Source: an optimization exercise on an open RTL-to-GDS flow (aim: small area). Production flows keep margins and buffers that such runs may drop. In this exercise RTL edits were held to simulation tests only and were not proved equivalent to the original. The clock port is modelled as an ideal driver, which makes a skipped or thinned clock tree look cheaper than it is; a real chip needs a root buffer or a tree. Power is estimated from default activity; no workload was simulated.

v1:
// clock
module clock(
input clk,
input rst,
input btnC, btnU, btnD, btnR, btnL,
input [3:0] sw,
output [6:0] seg,
output [3:0] an,
output [3:0] led
    );
reg [6:0] count;                
reg [5:0] og_secs;
reg [1:0] sf;
reg [2:0] mt, a_mt, og_mt;      
reg [3:0] mu, a_mu, og_mu;      
reg [3:0] hr, a_hr, og_hr;      
reg [1:0] mode;                 
reg led_r;
assign led = {4{led_r}};
wire is_s = mode[0];
wire is_a = mode[1];
wire is_n = ~mode[0] & ~mode[1];
wire sw0 = (sw == 4'b0000);
wire sw1 = (sw == 4'b0001);
wire restore = is_a & sw1;
wire [2:0] v_mt = restore ? og_mt : mt;
wire [3:0] v_mu = restore ? og_mu : mu;
wire [3:0] v_hr = restore ? og_hr : hr;
wire s60 = ~restore & sf[1] & og_secs[5] & og_secs[4] & og_secs[3] & ~og_secs[2] & og_secs[1] & og_secs[0];
wire m60 = v_mt[2] & v_mt[1];
wire h13 = v_hr[3] & v_hr[2] & v_hr[0];
wire [4:0] hi = {a_mt[0], a_mu};
wire tick = is_n & count[6] & count[5] & (count[4] | count[3] | count[2]);
wire btn = is_s & hi[4] & hi[1] & hi[0] & count[6] & count[2];
wire [7:0] lo_inc = {1'b0, count} + {7'd0, ~is_a};
wire [4:0] hi_inc = hi + {4'd0, lo_inc[7]};
wire load_a = is_s & sw1;
wire sat = load_a & (lo_inc[7] | (|hi));
wire [4:0] n_hi = (is_s & ~load_a) ? (btn ? 5'd0 : hi_inc) : 5'd0;
wire m_pos = |{mt, mu};
wire h_gt1 = |hr[3:1];
wire m_dn = btn & btnD & m_pos & ~s60;
wire m_up = s60 | (btn & btnU & ~(btnD & m_pos));
wire h_dn = btn & btnR & h_gt1 & ~m60;
wire h_up = m60 | (btn & btnL & ~(btnR & h_gt1));
wire [3:0] tg_mu;
assign tg_mu[0] = m_up | m_dn;
  ...
clock: 10.0 ns
lec_check: 0
abc_area: 1
cap_margin: 20
core_margin: 2
core_utilization: 40
cts_buf_list: sky130_fd_sc_hd__clkbuf_8
cts_cluster_diameter: 100
cts_cluster_size: 30
slew_margin: 20
standard.sh (not shown) runs the stock make flow with config.mk's settings and CLKGATE_MAP_FILE= SYNTH_SCRIPT=/design/flow/synth_recipe.tcl, a recipe that flattens the netlist after the stock synthesis.
==> flow/flow/run.sh <==
#!/bin/bash
# The standard layout (standard.sh) with three changes:
#  - synthesis maps the logic with an area-only ABC script (flow/synth_area.tcl, flow/area.abc);
#  - every port still gets a buffer, but the smallest one, sky130_fd_sc_hd__buf_1;
#  - the clock tree is flow/clock_tree.tcl: the clock port drives a few clkbuf_8, each
#    driving the flip-flops nearest to it (ORFS runs it in place of its own CTS command).
# The make output of all steps goes to flow_make.log here; ORFS keeps each step's log under orfs/logs.
set -euo pipefail
work=$(pwd)
export FLOW_WORK="$work"
export AREA_ABC_SCRIPT="$work/flow/area.abc"
export BUFFER_PORTS_ARGS="-buffer_cell sky130_fd_sc_hd__buf_1"
export PRE_CTS_TCL="$work/flow/clock_tree.tcl"
export CLOCK_LEAVES=4
export CLOCK_LEAF_CELL=sky130_fd_sc_hd__clkbuf_16
export CTS_ARGS="-sink_clustering_enable"
sed "s#SYNTH_SCRIPT=[^ ]*#SYNTH_SCRIPT=$work/flow/synth_area.tcl#" standard.sh > flow_standard_area.sh
grep -q "SYNTH_SCRIPT=$work/flow/synth_area.tcl" flow_standard_area.sh
bash flow_standard_area.sh > flow_make.log 2>&1
==> flow/flow/clock_tree.tcl <==
# Replaces ORFS's clock tree with a small one: the clock port drives a few
# sky130_fd_sc_hd__clkbuf_8 buffers, each driving the flip-flops nearest to it.
# Sourced by ORFS's cts.tcl as PRE_CTS_TCL; the rest of cts.tcl runs as usual.
proc clock_tree_synthesis { args } {
  set nleaf 3
  if { [info exists ::env(CLOCK_LEAVES)] } { set nleaf $::env(CLOCK_LEAVES) }
  set block [ord::get_db_block]
  set db [ord::get_db]
  set cell sky130_fd_sc_hd__clkbuf_8
  if { [info exists ::env(CLOCK_LEAF_CELL)] } { set cell $::env(CLOCK_LEAF_CELL) }
  set master [$db findMaster $cell]
  set clk [$block findNet clk]
  set sinks {}
  foreach it [$clk getITerms] {
    if { [$it isInputSignal] } {
      set inst [$it getInst]
      set loc [$inst getLocation]
      lappend sinks [list [lindex $loc 0] [lindex $loc 1] $it]
    }
  }
  # k-means on the sink locations, started from sinks spread along x
  set sinks [lsort -integer -index 0 $sinks]
  set n [llength $sinks]
  set cent {}
  for { set k 0 } { $k < $nleaf } { incr k } {
    set s [lindex $sinks [expr { int(($k + 0.5) * $n / $nleaf) }]]
    lappend cent [list [lindex $s 0] [lindex $s 1]]
  }
  for { set iter 0 } { $iter < 30 } { incr iter } {
    set groups {}
    for { set k 0 } { $k < $nleaf } { incr k } { lappend groups {} }
    foreach s $sinks {
      set best 0
      set bd 1e18
      for { set k 0 } { $k < $nleaf } { incr k } {
        set c [lindex $cent $k]
        set d [expr { abs([lindex $s 0] - [lindex $c 0]) + abs([lindex $s 1] - [lindex $c 1]) }]
        if { $d < $bd } { set bd $d; set best $k }
      }
      lset groups $best [concat [lindex $groups $best] [list $s]]
    }
    set cent {}
    foreach g $groups {
      set sx 0; set sy 0
      foreach s $g { set sx [expr { $sx + [lindex $s 0] }]; set sy [expr { $sy + [lindex $s 1] }] }
      set m [expr { max(1, [llength $g]) }]
      lappend cent [list [expr { int($sx / $m) }] [expr { int($sy / $m) }]]
    }
  }
  for { set k 0 } { $k < $nleaf } { incr k } {
    set g [lindex $groups $k]
    if { [llength $g] == 0 } { continue }
    set buf [odb::dbInst_create $block $master "clkbuf_leaf_$k"]
    set net [odb::dbNet_create $block "clknet_leaf_$k"]
    $net setSigType CLOCK
    [$buf findITerm A] connect $clk
    [$buf findITerm X] connect $net
    foreach s $g {
      set it [lindex $s 2]
      $it disconnect
      $it connect $net
    }
    set c [lindex $cent $k]
    $buf setLocation [lindex $c 0] [lindex $c 1]
    $buf setPlacementStatus PLACED
    puts "clock leaf $k: [llength $g] sinks at $c"
  }
  set_propagated_clock [all_clocks]
}
Other scripts of this flow, unchanged in this note and not shown: flow/flow/area.abc, flow/flow/synth_area.tcl
> inputs changed (v1 -> v15)
diff --git a/flow/flow/run.sh b/flow/flow/run.sh
--- a/flow/flow/run.sh
+++ b/flow/flow/run.sh
@@ -13,3 +13,3 @@
 export PRE_CTS_TCL="$work/flow/clock_tree.tcl"
-export CLOCK_LEAVES=4
+export CLOCK_LEAVES=3
 export CLOCK_LEAF_CELL=sky130_fd_sc_hd__clkbuf_16
==> comparison <==
- Between v15 and v1, the global-route wire length before repair figures differ only marginally.
- The clock period minus final worst setup slack number comes out lower for v1 vs v15.
- v15: done, clean on timing, DRC and antenna
- There was hardly any difference in final cell count between v1 and v15.
- v15 vs. v1: maximum number of pins on one net before global-route repair went up by about 13%.
- Summary of v15 over v1: routed length on met1 lost 2.2%, clock power share dropped 2.8 points, fraction of layout cells with a size suffix above 1 fell 0.22 points.
No run of this note takes its clock network from TritonCTS; it comes from the design's own scripts or RTL.

[separate check: timing with driven ports]
No port has a modelled driver above. Below, the same layouts with a new extraction and two added sets of constraints. Step 1 (the two cells are an assumption about what drives the block):
set clk [get_ports {clk}]
set_driving_cell -lib_cell sky130_fd_sc_hd__clkbuf_16 $clk
set_driving_cell -lib_cell sky130_fd_sc_hd__buf_2 [delete_from_list [all_inputs] $clk]
Step 2 times the ports against the registers' clock, not the clock port: input delays grow and output delays shrink by t, the midpoint of the rising clock arrivals with the driver on. a / b / c = ideal / step 1 / step 2; a / b = the first two.
run | t, ns | setup WS [ns] | latest minus earliest clock arrival (ns) | slew at the worst register clock pin (ns)
v1 | 0.228 | 4.386 / 4.447 / 4.218 | 0.018 / 0.017 | 0.09 / 0.09
v15 | 0.222 | 4.379 / 4.424 / 4.202 | 0.027 / 0.027 | 0.11 / 0.11
After both steps setup and hold are still met in every run listed. The setup slack of v15, which loses most, moves by +0.045 ns with the drivers and by -0.177 ns with both steps.
